Source: an optimization exercise on an open RTL-to-GDS flow (aim: small area). Production flows keep margins and buffers that such runs may drop. Function was checked by simulation only, so behaviour that the tests miss may differ from the original. No activity file was given, so power comes from the tool's default toggle rates.

**flow/area.abc**
```
strash
dch -f
amap
strash
dch -f
amap
strash
dch -f
amap
strash
dch -f
amap
strash
dch -f
amap
strash
dch -f
amap
strash
dch -f
amap
strash
dch -f
amap
strash
dch -f
amap
strash
dch -f
amap
strash
dch -f
amap
strash
dch -f
amap
strash
dch -f
amap
strash
dch -f
amap
strash
dch -f
amap
strash
dch -f
amap
topo
```
**flow/remap.ys**
```
# Re-map the combinational logic of the standard synthesis for area. The
# flip-flops (and tie cells) stay as the standard synthesis made them, with
# the same instance names and cell types.
read_liberty -ignore_miss_func @LIB@
read_verilog @IN@
hierarchy -top ad9637_datapath
setattr -mod -set keep_hierarchy 1 sky130_fd_sc_hd__df* sky130_fd_sc_hd__edf* sky130_fd_sc_hd__conb_1
flatten
blackbox sky130_fd_sc_hd__*
opt_clean -purge
abc -liberty @LIB@ -script @ABC@ -dont_use *lpflow* -dont_use *probe*
opt_clean -purge
read_liberty -lib -ignore_redef @LIB@
hilomap -singleton -hicell sky130_fd_sc_hd__conb_1 HI -locell sky130_fd_sc_hd__conb_1 LO
splitnets
opt_clean -purge
check -assert
stat -liberty @LIB@
write_verilog -noattr -nohex -nodec @OUT@
```
**constraint.sdc**
```tcl
create_clock -name core_clock -period 5.0 [get_ports {clk}]
set_input_delay 1.0000 -clock core_clock [delete_from_list [all_inputs] [get_ports {clk}]]
set_output_delay 1.0000 -clock core_clock [all_outputs]
set_load 0.01 [all_outputs]
```
**standard.sh**
```bash
#!/bin/bash
# synth_recipe.tcl (not shown) runs the flow's synth.tcl, then flattens the netlist and writes it again
# the make line also repeats each setting of config.mk as NAME=value (left out here)
make -C /OpenROAD-flow-scripts/flow DESIGN_CONFIG=/design/flow/config.mk WORK_HOME=/design/flow/orfs CLKGATE_MAP_FILE= SYNTH_SCRIPT=/design/flow/synth_recipe.tcl "${@:-finish}"
```
**config.mk**
```make
export PLATFORM = sky130hd
export DESIGN_NAME = ad9637_datapath
export DESIGN_NICKNAME = ad9637_datapath
export VERILOG_FILES = /design/flow/design.v
export SDC_FILE = /design/flow/constraint.sdc
export NUM_CORES = 4
export LEC_CHECK = 0
export CAP_MARGIN = 20
export CORE_MARGIN = 2
export CORE_UTILIZATION = 40
export CTS_BUF_LIST = sky130_fd_sc_hd__clkbuf_8
export CTS_CLUSTER_DIAMETER = 50
export CTS_CLUSTER_SIZE = 14
export GPL_TIMING_DRIVEN = 0
export SETUP_SLACK_MARGIN = 0.1
export SLEW_MARGIN = 20
```
**design.v**
```verilog
module utile_To_Pulse(
	input		clk,
	input		signal_in,
	output	reg	pulse_out
	);
	reg		temp_state;
	always	@(posedge clk)	begin
		temp_state	<= signal_in;
		pulse_out	<= signal_in & ~temp_state;
	end
endmodule
module Grar_Box_6b_2_12b(
	input				clk,
	input				rst,
	input				ce,			 
	input				rise,		 
	input		[5:0]	data_in,
	input				order,
	output	reg [11:0]	data_out
	);
	reg		[5:0]	w;
	reg				o1;
	always	@(posedge clk)	begin
		if (ce) begin
			w	<= data_in;
			o1	<= order;
		end
	end
	wire	[5:0]	hi = order ? data_in : (o1 ? data_out[11:6] : w);
	wire	[5:0]	lo = order ? (o1 ? w : data_out[5:0]) : data_in;
	always	@(posedge clk)	begin
		if (rst)
			data_out <= 12'd0;
		else if (rise)
			data_out <= {hi, lo};
	end
endmodule
module add_operation
(
	input				rst,
	input 				clk,
	input				ce,			 
	input				pc,			 
	input				chg,		 
	input 		[10:0]	add_times,
	input				at_nz,		 
	input				en,
	input		[11:0]	data_in,
	output	wire [22:0]	res,
	output	reg			res_ok
	);
	reg		[10:0]	cnt_add;
	reg		[11:0]	sum_lo;
	reg		[10:0]	sum_hi;
	reg				carry;
	reg		[22:0]	res_q;
	reg				flag_add_times_changed;
	assign	res = res_q;
	wire	clr  = ~en | flag_add_times_changed;
	wire	lt   = cnt_add < add_times;
	wire	run  = ~clr & ~pc;
	wire	keep = ~ce | (run & lt);
	wire	add  = ce & run;
	wire	ld   = ce & run & ~lt;
	wire	[12:0]	sum_plus = {1'b0, sum_lo} + {1'b0, data_in};
	wire	[10:0]	cnt_inc = cnt_add + 11'd1;
	always	@(posedge clk)	begin
		sum_lo	<= (sum_lo & {12{~ce}}) | (sum_plus[11:0] & {12{ce & run & lt}})
				 | (data_in & {12{ce & run & ~lt}});
		carry	<= ce & run & lt & sum_plus[12];
		sum_hi		<= keep ? sum_hi + {10'd0, carry} : 11'd0;
		cnt_add		<= (cnt_add & {11{~ce}}) | (cnt_inc & {11{ce & run & lt}})
					 | {10'd0, ce & ~clr & pc & at_nz};
	end
	always	@(posedge clk)	begin
		if (rst) begin
			flag_add_times_changed <= 1'b0;
			res_ok		<= 1'b0;
		end
		else begin
			if (ce)
				flag_add_times_changed <= en & chg;
			if (ce & clr)
				res_ok	<= 1'b0;
			else if (ld)
				res_ok	<= 1'b1;
		end
	end
	always	@(posedge clk)	begin
		if (ld)
			res_q <= {sum_hi, sum_lo};
	end
endmodule
module Data_processing
	(
	input		wire			clk,
	input		wire			rst,
	input		wire	[367:0]	res_all,	 
	input		wire	[15:0]	res_ok,
	input		wire			en_trans,
	input		wire			S_AXIS_tready,
	output		wire	[3:0]	S_AXIS_tkeep,
	output		wire			S_AXIS_tlast,
	output		wire			S_AXIS_tvalid,
	output		wire	[31:0]	S_AXIS_tdata
	);
	localparam	IDLE = 2'b00, LAST = 2'b01, WAIT = 2'b10, BEAT = 2'b11;
	wire			en_pulse;
	reg		[1:0]	state;
	reg		[15:0]	sel;
	reg		[22:0]	beat_data;
	wire	[3:0]	cnt_ch;
	assign	cnt_ch[0] = sel[1] | sel[3] | sel[5] | sel[7] | sel[9] | sel[11] | sel[13] | sel[15];
	assign	cnt_ch[1] = sel[2] | sel[3] | sel[6] | sel[7] | sel[10] | sel[11] | sel[14] | sel[15];
	assign	cnt_ch[2] = |sel[7:4] | (|sel[15:12]);
	assign	cnt_ch[3] = |sel[15:8];
	assign S_AXIS_tkeep  = 4'b1111;
	assign S_AXIS_tvalid = state[0];
	assign S_AXIS_tlast  = state[0];
	assign S_AXIS_tdata  = {cnt_ch & {4{state[0]}}, 5'd0, beat_data & {23{state[0]}}};
	utile_To_Pulse u_to_pulse_en(
		.clk		(clk),
		.signal_in	(en_trans),
		.pulse_out	(en_pulse)
	);
	reg		[22:0]	sel_res;
	integer	i;
	always @(*) begin
		sel_res = 23'd0;
		for (i = 0; i < 16; i = i + 1)
			sel_res = sel_res | (res_all[i*23 +: 23] & {23{sel[i] & res_ok[i]}});
	end
	always @(posedge clk) begin
		if (rst) begin
			state	<= IDLE;
			sel		<= 16'd1;
		end
		else if (!state[1]) begin
			sel		<= 16'd1;
			state	<= (en_pulse && S_AXIS_tready) ? WAIT : IDLE;
		end
		else if (S_AXIS_tready) begin
			if (state == WAIT)
				state	<= sel[15] ? LAST : BEAT;
			else begin
				state	<= WAIT;
				sel		<= {sel[14:0], sel[15]};
			end
		end
	end
	always @(posedge clk) begin
		if (state == WAIT && S_AXIS_tready)
			beat_data	<= sel_res;
	end
endmodule
module ad9637_datapath (
	input	wire			clk,
	input	wire			rst,			 
	input	wire			adc0_word_valid,	 
	input	wire	[47:0]	adc0_word,			 
	input	wire			adc1_word_valid,
	input	wire	[47:0]	adc1_word,
	input	wire	[15:0]	bit_order,
	input	wire	[15:0]	en_data_process,
	input	wire			en_trans,
	input	wire	[10:0]	add_times_cfg,
	input	wire			debug_choise,
	output	wire	[5:0]	led_data_show,
	input	wire			M_AXIS_tready,
	output	wire	[3:0]	M_AXIS_tkeep,
	output	wire			M_AXIS_tlast,
	output	wire			M_AXIS_tvalid,
	output	wire	[31:0]	M_AXIS_tdata,
	output	wire			M_AXIS_aresetn
);
	assign	led_data_show[5:0] = (debug_choise == 1'b1) ? adc1_word[5:0] : adc0_word[5:0];
	assign	M_AXIS_aresetn = ~rst;
	reg		[1:0]	phase;
	reg		[1:0]	pc;
	reg		[10:0]	add_times_copy0, add_times_copy1;
	wire	[1:0]	valid = {adc1_word_valid, adc0_word_valid};
	wire	[1:0]	first = ~phase;
	wire	[1:0]	rise  = valid & phase & {2{~rst}};
	wire	[1:0]	chg;
	assign	chg[0] = add_times_cfg != add_times_copy0;
	assign	chg[1] = add_times_cfg != add_times_copy1;
	always @(posedge clk) begin
		if (rst) begin
			phase <= 2'b00;
			pc <= 2'b11;
		end
		else begin
			phase <= phase ^ valid;
			pc <= pc & ~rise;
		end
		if (rst | rise[0])
			add_times_copy0 <= add_times_cfg;
		if (rst | rise[1])
			add_times_copy1 <= add_times_cfg;
	end
	wire	[95:0]	word = {adc1_word, adc0_word};
	wire	[191:0]	sample;
	wire	[367:0]	res_all;
	wire	[15:0]	res_ok;
	genvar	g;
	generate
		for (g = 0; g < 16; g = g + 1) begin: gen_ch
			Grar_Box_6b_2_12b GB(
				.clk		(clk),
				.rst		(rst),
				.ce			(first[g/8]),
				.rise		(rise[g/8]),
				.data_in	(word[g*6 +: 6]),
				.order		(bit_order[g]),
				.data_out	(sample[g*12 +: 12])
			);
			add_operation ACC(
				.rst		(rst),
				.clk		(clk),
				.ce			(rise[g/8]),
				.pc			(pc[g/8]),
				.chg		(chg[g/8]),
				.at_nz		(|add_times_cfg),
				.add_times	(add_times_cfg),
				.en			(en_data_process[g]),
				.data_in	(sample[g*12 +: 12]),
				.res		(res_all[g*23 +: 23]),
				.res_ok		(res_ok[g])
			);
		end
	endgenerate
	Data_processing	u_data_processing(
		.clk			(clk),
		.rst			(rst),
		.res_all		(res_all),
		.res_ok			(res_ok),
		.en_trans		(en_trans),
		.S_AXIS_tready	(M_AXIS_tready),
		.S_AXIS_tkeep	(M_AXIS_tkeep),
		.S_AXIS_tlast	(M_AXIS_tlast),
		.S_AXIS_tvalid	(M_AXIS_tvalid),
		.S_AXIS_tdata	(M_AXIS_tdata)
	);
endmodule
```
**flow/run.sh**
```bash
#!/bin/bash
# Layout flow: the standard synthesis, then the combinational logic re-mapped
# for area by Yosys/ABC (flip-flops untouched), then the standard ORFS layout
# with the port buffers made from buf_2. Each tool's output goes to a log here.
set -euo pipefail
W=$PWD
R=$W/orfs/results/sky130hd/ad9637_datapath/base
BP="BUFFER_PORTS_ARGS=-buffer_cell sky130_fd_sc_hd__buf_2"
LIB=$FLOW_HOME/platforms/sky130hd/lib/sky130_fd_sc_hd__tt_025C_1v80.lib
bash standard.sh "$BP" synth > make_synth.log 2>&1
cp "$R/1_2_yosys.v" "$W/std_1_2_yosys.v"
sed -e "s#@LIB@#$LIB#g" -e "s#@IN@#$W/std_1_2_yosys.v#" -e "s#@OUT@#$W/remap_1_2_yosys.v#" \
    -e "s#@ABC@#$W/flow/area.abc#" flow/remap.ys > remap_run.ys
yosys -s remap_run.ys > yosys_remap.log 2>&1
cp "$W/remap_1_2_yosys.v" "$R/1_2_yosys.v"
rm -f "$R/1_synth.odb" "$R/1_synth.sdc"
bash standard.sh "$BP" finish > make_finish.log 2>&1
```
==> impl_metrics.ini, run 1 <==
[placement]
dp_slack_ns = -2.062
port_buffers = 181
gp_congestion = 0.8858
dpl.hpwl_um = 124200

[drt]
num_vias = 44680
avgViaCountPerCell = 5.770
highest_layer = met5
wl_met1_um = 75600
first_pass_iters = 6
drc = 0
routed_wirelength_um = 172200
wl_met2_um = 78150
dr.first_iter.drc_count = 4502
antenna_left = 0
wl_per_cell_um = 22.24
wl_met3_um = 11850

[timing]
setup_viol = 0
finalClockSkew_ns = 0.05407
fin_tns_setup_ns = 0
fin_crit_sh_pct = 93.90
max_slew.worst_pin.slew_ns = 1.145
grt_setup_unrepaired = true
hold_viol_final = 0
clock.fmax_mhz = 213.0
fin_ws_ns = 0.3051
slew_violations = 0
slew_headroom_pct = 23.22
period_needed_ns = 4.695

[setup_path]
cp_data_arrival_time_ns = 5.53
worstPathMaxFanout = 13
worstSetupEndpointType = register
path_class = in -> reg
cp_top_family = compound AO/OA/AOI/OAI gates
ff2ff_setup_slack_ns = 0.68
worst-path-buf-inv = 3
crit_chain = buf_2 > clkinv_2 > a221oi_1 > o32ai_1 > o21a_1 > a221oi_1 > nor2_1 > a221oi_1 > a21oi_1 > o21a_1 > a21oi_1 > o21a_1 > a21oi_1 > o21a_1 > a21oi_1 > nand2_1 > nor2_2 > nand2_2 > clkinv_1 > o211ai_1 > o221ai_1
critical_path_required_ns = 5.84
critPathLaunchType = primary input
crit_slowest_cell = nor2_2
critPathMaxStageDelay_ns = 0.44

[synth]
synth_area_um2 = 53710
syn_inst = 5459
syn-mean-instance-area_um2 = 9.839
yosys_warnings = 5

[floorplan]
dieArea_um2 = 137200
core_um2 = 133300
die_w_um = 370.4
die_h_um = 370.4
initial_utilization_pct = 40.30
rows = 134
ios = 191

[clock_tree]
ctsRootBufferMaster = clkbuf_8
cts_made_buffers = 144
htreeDepth = 4
clk_pin_slew_worst_paths_ns = 0.09
clockBufferDepth = 3
insertion_delay_ns = 0.93
cts_num_sinks = 1333
cts_tree = yes

[power]
p_leak_nw = 21.04
p_per_area_nw_per_um2 = 357.2
ir_drop_mv = 0.2855

[grt]
antenna_found_initial = 15
grt_start_max_net_pins = 69
grt.overflow.total = 0
grt_usage_pct = 24.69
grt_pass1_wl_um = 255300
first_global_vias = 40600

[final_layout]
mostFrequentLayoutCells = dfxtp_1 (808), nor2_1 (676), clkinv_1 (573)
area_delta_synth_final_pct = 14.43
drive_gt1_share_pct = 9.348
fill_cells = 12620
nNetsFinal = 5994
final_common_cell = dfxtp_1

[run_status]
outcome = finished clean

[hold_path]
hold_path_class = in -> reg

[job]
cap_viol_max_count = 0
worst paths after layout:
path / end / cells past startpoint / startpoint
setup / recovery: gen_ch[3].ACC.sum_lo[3] / 21 / add_times_cfg[2]
hold / removal: u_data_processing.u_to_pulse_en.temp_state / 1 / en_trans
setup reg to reg: gen_ch[10].ACC.cnt_add[5] / 15 / gen_ch[10].ACC.cnt_add[1]
hold reg to reg: u_data_processing.u_to_pulse_en.pulse_out / 1 / u_data_processing.u_to_pulse_en.temp_state
metal layers:
metal | vias up | GRT usage [%]
met5 | - | 0
met4 | 4 | 10.07
met3 | 300 | 3.922
met2 | 1492 | 38.85
met1 | 21360 | 33.88
li1 | 21520 | -
registers in the layout, indices dropped and copies added, names as in the netlist:
| signal | count |
|---|---|
| gen_ch.ACC.cnt_add | 176 |
| u_data_processing.u_to_pulse_en.pulse_out | 1 |
| pc | 2 |
| gen_ch.ACC.res_q | 368 |
| gen_ch.GB.w | 96 |
| phase | 2 |
| gen_ch.GB.o1 | 16 |
| gen_ch.ACC.sum_hi | 176 |
| gen_ch.ACC.carry | 16 |
| u_data_processing.u_to_pulse_en.temp_state | 1 |
| u_data_processing.beat_data | 23 |
| gen_ch.ACC.sum_lo | 192 |
| u_data_processing.sel | 16 |
| gen_ch.ACC.res_ok | 16 |
| u_data_processing.state | 2 |
| gen_ch.ACC.flag_add_times_changed | 16 |
| gen_ch.GB.data_out | 192 |
| add_times_copy1 | 11 |
| add_times_copy0 | 11 |
worst reg2reg max path, cell delays in order (launching register included):
cell and delay, ns:
dfxtp_1 0.40, clkinv_1 0.11, a22oi_1 0.19, a221oi_1 0.07
o32ai_1 0.24, o21ai_0 0.13, a31oi_1 0.20, a211oi_1 0.06
o31ai_1 0.09, o311ai_0 0.17, o211ai_1 0.12, o21ai_0 0.19
nand4_1 0.60, clkinv_1 0.61, nor2_2 0.80, nor3_1 0.14
repair_timing:
action                                  CTS  global route
hold buffers                              0             0
setup buffers                             0             6
pin swaps                                 0             2
cloned                                    0             1
endpoints found under the setup margin  249           158
resized for setup                        17            26
power by group:
| part | internal (mW) | leakage (nW) | total, mW | switching [mW] |
|---|---|---|---|---|
| clock | 3.71 | 1.69 | 8.08 | 4.38 |
| sequential | 11.8 | 11.6 | 12.2 | 0.407 |
| combinational | 0.614 | 7.73 | 1.65 | 1.04 |
| total | 16.1 | 21.0 | 22.0 | 5.82 |
cell type report:
cell class / count / area, um2 / area share, %
antenna: 6 / 15.01 / 0.02443
timing repair buffer: 235 / 1848 / 3.007
clock buffer: 155 / 2133 / 3.471
clock inverter: 112 / 1059 / 1.722
sequential: 1333 / 31940 / 51.97
inverter: 599 / 2330 / 3.790
multi-input combinational: 3534 / 19920 / 32.41
tap: 1768 / 2212 / 3.599
timing repair inverter: 1 / 7.507 / 0.01221
stage by stage:
step | power, mW | hold slack, ns | util (%) | instance area [um2] | instances
after floorplan | 13.46 | 0.3674 | - | 53840 | 5466
after CTS | 22.04 | 0.1159 | 45.96 | 61260 | 7728
final | 21.96 | 0.1897 | 46.11 | 61470 | 7743
after detailed placement | 14.09 | 0.3819 | 43.53 | 58020 | 7461
after global placement | 14.00 | 0.3784 | 42.73 | 56950 | 7415
after global routing | 22.78 | 0.1582 | 46.11 | 61460 | 7740
==> run 2, diff against run 1 <==
==> run.sh (new file) <==
#!/bin/bash
# synth_recipe.tcl (not shown) runs the flow's synth.tcl, then flattens the netlist and writes it again
# the make line also repeats each setting of config.mk as NAME=value (left out here)
make -C /OpenROAD-flow-scripts/flow DESIGN_CONFIG=/design/flow/config.mk WORK_HOME=/design/flow/orfs CLKGATE_MAP_FILE= SYNTH_SCRIPT=/design/flow/synth_recipe.tcl finish
--- a/config.mk
+++ b/config.mk
@@ -8,9 +8,8 @@
 export CAP_MARGIN = 20
 export CORE_MARGIN = 2
-export CORE_UTILIZATION = 40
-export CTS_BUF_LIST = sky130_fd_sc_hd__clkbuf_8
-export CTS_CLUSTER_DIAMETER = 50
-export CTS_CLUSTER_SIZE = 14
-export GPL_TIMING_DRIVEN = 0
+export CORE_UTILIZATION = 70
+export CTS_CLUSTER_DIAMETER = 80
+export CTS_CLUSTER_SIZE = 25
+export PLACE_DENSITY = 0.78
 export SETUP_SLACK_MARGIN = 0.1
 export SLEW_MARGIN = 20
removed: flow/run.sh
removed: flow/area.abc
removed: flow/remap.ys
removed: standard.sh
==> run 2 against run 1 <==
Critical path type unchanged. Core utilization grew 31 points. Sequential power barely moved. Area after synthesis grew 15%. Register-to-register slack better by 1.2 ns. Setup slack better by 0.82 ns. Clock power decreased by 28%. Critical endpoint is now gen_ch[1].ACC.sum_hi[1]. Still clean on timing, DRC and antenna. Clock skew shrank 0.032 ns. Global-route usage up 12 points. Synthesized cell count rose by 3.7%.
==> impl_metrics.ini, run 2 <==
[power]
ir_drop_mv = 0.3054
power_mw = 19.18
p_per_area_nw_per_um2 = 287.5
p_leak_nw = 26.94

[grt]
grt_pass1_wl_um = 251700
first_global_vias = 43260
grt.overflow.total = 0
antenna_found_initial = 8
grt_usage_pct = 36.20
grt_start_max_net_pins = 139

[synth]
synth_mux_area_share_pct = 3.231
synth.most_common_cell = dfxtp_1
syn-mean-instance-area_um2 = 10.87
yosys.area_share.xor_xnor_pct = 6.046
ys.flop_type = dfxtp_1
synth_top_family_by_area = compound AO/OA/AOI/OAI gates
async_flop_share_pct = 0
synth_edf_count = 525
synth_top_area_share_pct = 26.27
synth_cell_types = 79
yosysSeqAreaShare_pct = 51.88
syn_inst = 5662
yosys_warnings = 5
synthAdderAreaFrac_pct = 8.689
synth_area_leader_cell = dfxtp_1
synth-seq-cells = 1333
synthSimpleGateAreaFrac_pct = 11.39
synthTopCellsByArea = dfxtp_1 (26%), edfxtp_1 (26%), ha_1 (8.2%)
synth_compound_area_share_pct = 16.15
ys_top_cells_by_count = dfxtp_1 (808), nor2_1 (673), edfxtp_1 (525)
synth_area_um2 = 61570

[final_layout]
mostFrequentLayoutCells = dfxtp_1 (808), nor2_1 (672), edfxtp_1 (525)
layoutNonFillerInstCount = 6972
reg_top3 = gen_ch.ACC.res_q x368, gen_ch.ACC.sum_lo x192, gen_ch.GB.data_out x192
largest_reg_flops = 368
drive_gt1_share_pct = 4.180
utilization_pct = 76.65
fin_area_um2 = 66700
final_common_cell = dfxtp_1
nNetsFinal = 6329
top_register = gen_ch.ACC.res_q
area_delta_synth_final_pct = 8.338

[floorplan]
dieArea_um2 = 90350
core_um2 = 87020
initial_utilization_pct = 70.75
rows = 108
die_w_um = 300.6
ios = 191
die_h_um = 300.6

[setup_path]
r2r-end = gen_ch[14].ACC.res_ok
worstSetupEndpointType = register
r2r-start = pc[1]
critPathLaunchType = primary input
crit_start = add_times_cfg[7]
ff2ff_setup_slack_ns = 1.92
crit_end = gen_ch[1].ACC.sum_hi[1]
r2r_cells = 5
critical_path_required_ns = 5.53
path_class = in -> reg
worstPathMaxFanout = 18
cp_data_arrival_time_ns = 4.41

[timing]
fin_ws_ns = 1.122
slew_headroom_pct = 22.45
slew_violations = 0
period_needed_ns = 3.878
fin_tns_setup_ns = 0
fin_crit_sh_pct = 77.55
hold_viol_final = 0
grt_setup_unrepaired = false
setup_viol = 0
finalClockSkew_ns = 0.02191
clock.fmax_mhz = 257.9
max_slew.worst_pin.slew_ns = 1.160
fin_worst_hold_slack_ns = 0.4514

[clock_tree]
cts_made_buffers = 60
cts_resized = 0
htreeDepth = 2
cts_num_sinks = 1333
clockBufferDepth = 3
cts_hold_buffers = 0
cts_setup_buffers = 0
ctsRootBufferMaster = clkbuf_16
clk_pin_slew_worst_paths_ns = 0.10
cts_tree = yes
insertion_delay_ns = 0.70

[job]
cap_viol_max_count = 0

[run_status]
outcome = finished clean

[drt]
wl_per_cell_um = 23.77
drc = 0
avgViaCountPerCell = 6.540
first_pass_iters = 7
dr.first_iter.drc_count = 5103
antenna_left = 0
num_vias = 45600
routed_wirelength_um = 165700

[placement]
dpl-instance-area_um2 = 64910
port_buffers = 181
dp.cells = 6857
dpl.hpwl_um = 121400
gp_congestion = 0.9669
dp_slack_ns = 0.4384

[hold_path]
hold_path_class = reg -> reg
==> run 2: cell count changes in the layout (fill, tap and decap cells not counted), moves of 162 or more <==
cell,delta
xor2_1,+262
mux2i_1,+192
o22ai_1,-520
ha_1,+402
clkdlybuf4s50_1,+180
xnor2_1,+162
clkinv_1,-571
buf_2,-182
o21ai_0,-196
==> run 2: logic make-up after synthesis <==
| logic type | count (synthesis) |
|---|---|
| AOI/OAI and AO/OA | 1372 |
| xor gates and xnor gates | 425 |
| adders and majority gates | 418 |
| buffers and inverters | 400 |
| DFF | 1333 |
| muxes | 198 |
| other | 2 |
| and+or+nand+nor | 1514 |
==> run 2: critical path, cell delays in order <==
cell,delay (ns)
clkdlybuf4s50_1,0.61
inv_1,0.37
buf_4,0.28
ha_1,0.28
and4_1,0.19
nand3_1,0.07
or3_1,0.33
a31o_2,0.25
a31oi_2,0.88
nor2b_1,0.13
==> run 2: worst min-delay path by stage <==
stage	startpoint	end	slack (ns)	cells past startpoint
global placement	gen_ch[4].ACC.sum_hi[0]	gen_ch[4].ACC.res_q[12]	0.42	0
CTS	u_data_processing.u_to_pulse_en.temp_state	u_data_processing.u_to_pulse_en.pulse_out	0.45	1
global route	gen_ch[2].ACC.sum_hi[0]	gen_ch[2].ACC.res_q[12]	0.47	0
floorplan	u_data_processing.u_to_pulse_en.temp_state	u_data_processing.u_to_pulse_en.pulse_out	0.37	1
finish	gen_ch[8].ACC.sum_hi[0]	gen_ch[8].ACC.res_q[12]	0.45	0
detailed placement	gen_ch[13].ACC.sum_hi[0]	gen_ch[13].ACC.res_q[12]	0.43	0
==> run 2: where the power goes <==
part           leakage, nW  internal (mW)  switching [mW]  total, mW
combinational         14.2          0.594           0.769       1.36
sequential            11.9           11.7           0.377       12.0
clock                0.849           2.36            3.42       5.78
==> run 2: area by class of cell <==
cell class | count | area, um2
antenna | 3 | 7.507
clock buffer | 103 | 1714
clock inverter | 8 | 50.05
fill | 5940 | 20320
inverter | 145 | 544.3
multi-input combinational | 3936 | 28200
sequential | 1333 | 31940
tap | 1155 | 1445
timing repair buffer | 289 | 2799
==> run 2: per-layer routing <==
metal | vias up | GRT usage, % | share of wire, %
li1 | 21300 | - | -
met1 | 22010 | 49.03 | 41
met2 | 1884 | 57.01 | 45
met5 | - | 0 | 0.016
met3 | 392 | 5.390 | 8.7
met4 | 4 | 18.53 | 5.8

## static timing again, ports no longer ideal
In the flow no input, the clock included, has a driving cell. The finished layouts below were timed again as built, in two steps. Step 1 sets driving cells, clkbuf_16 on the clock port and buf_2 on the other inputs (assumed; they add their load-dependent delay and slew). Step 2 moves the port delays by t, midway between the first and last clock arrival at a register: inputs arrive t later, outputs are due t later. That takes back most of the time a late clock gives input paths. Three values: ideal ports, drivers, drivers and shift; two values: the first two.
| run | shift t [ns] | setup WS [ns] | clock arrival spread, ns | slew at the worst register clock pin (ns) |
|---|---|---|---|---|
| run 1 | 0.980 | 0.305 / 0.346 / -0.634 | 0.058 / 0.058 | 0.10 / 0.10 |
| run 2 | 0.763 | 1.122 / 1.169 / 0.406 | 0.024 / 0.024 | 0.11 / 0.11 |
With both steps, setup timing fails in run 1, where it was met with ideal ports. The setup slack of run 1, which loses most, moves by +0.041 ns with the drivers and by -0.939 ns with both steps.
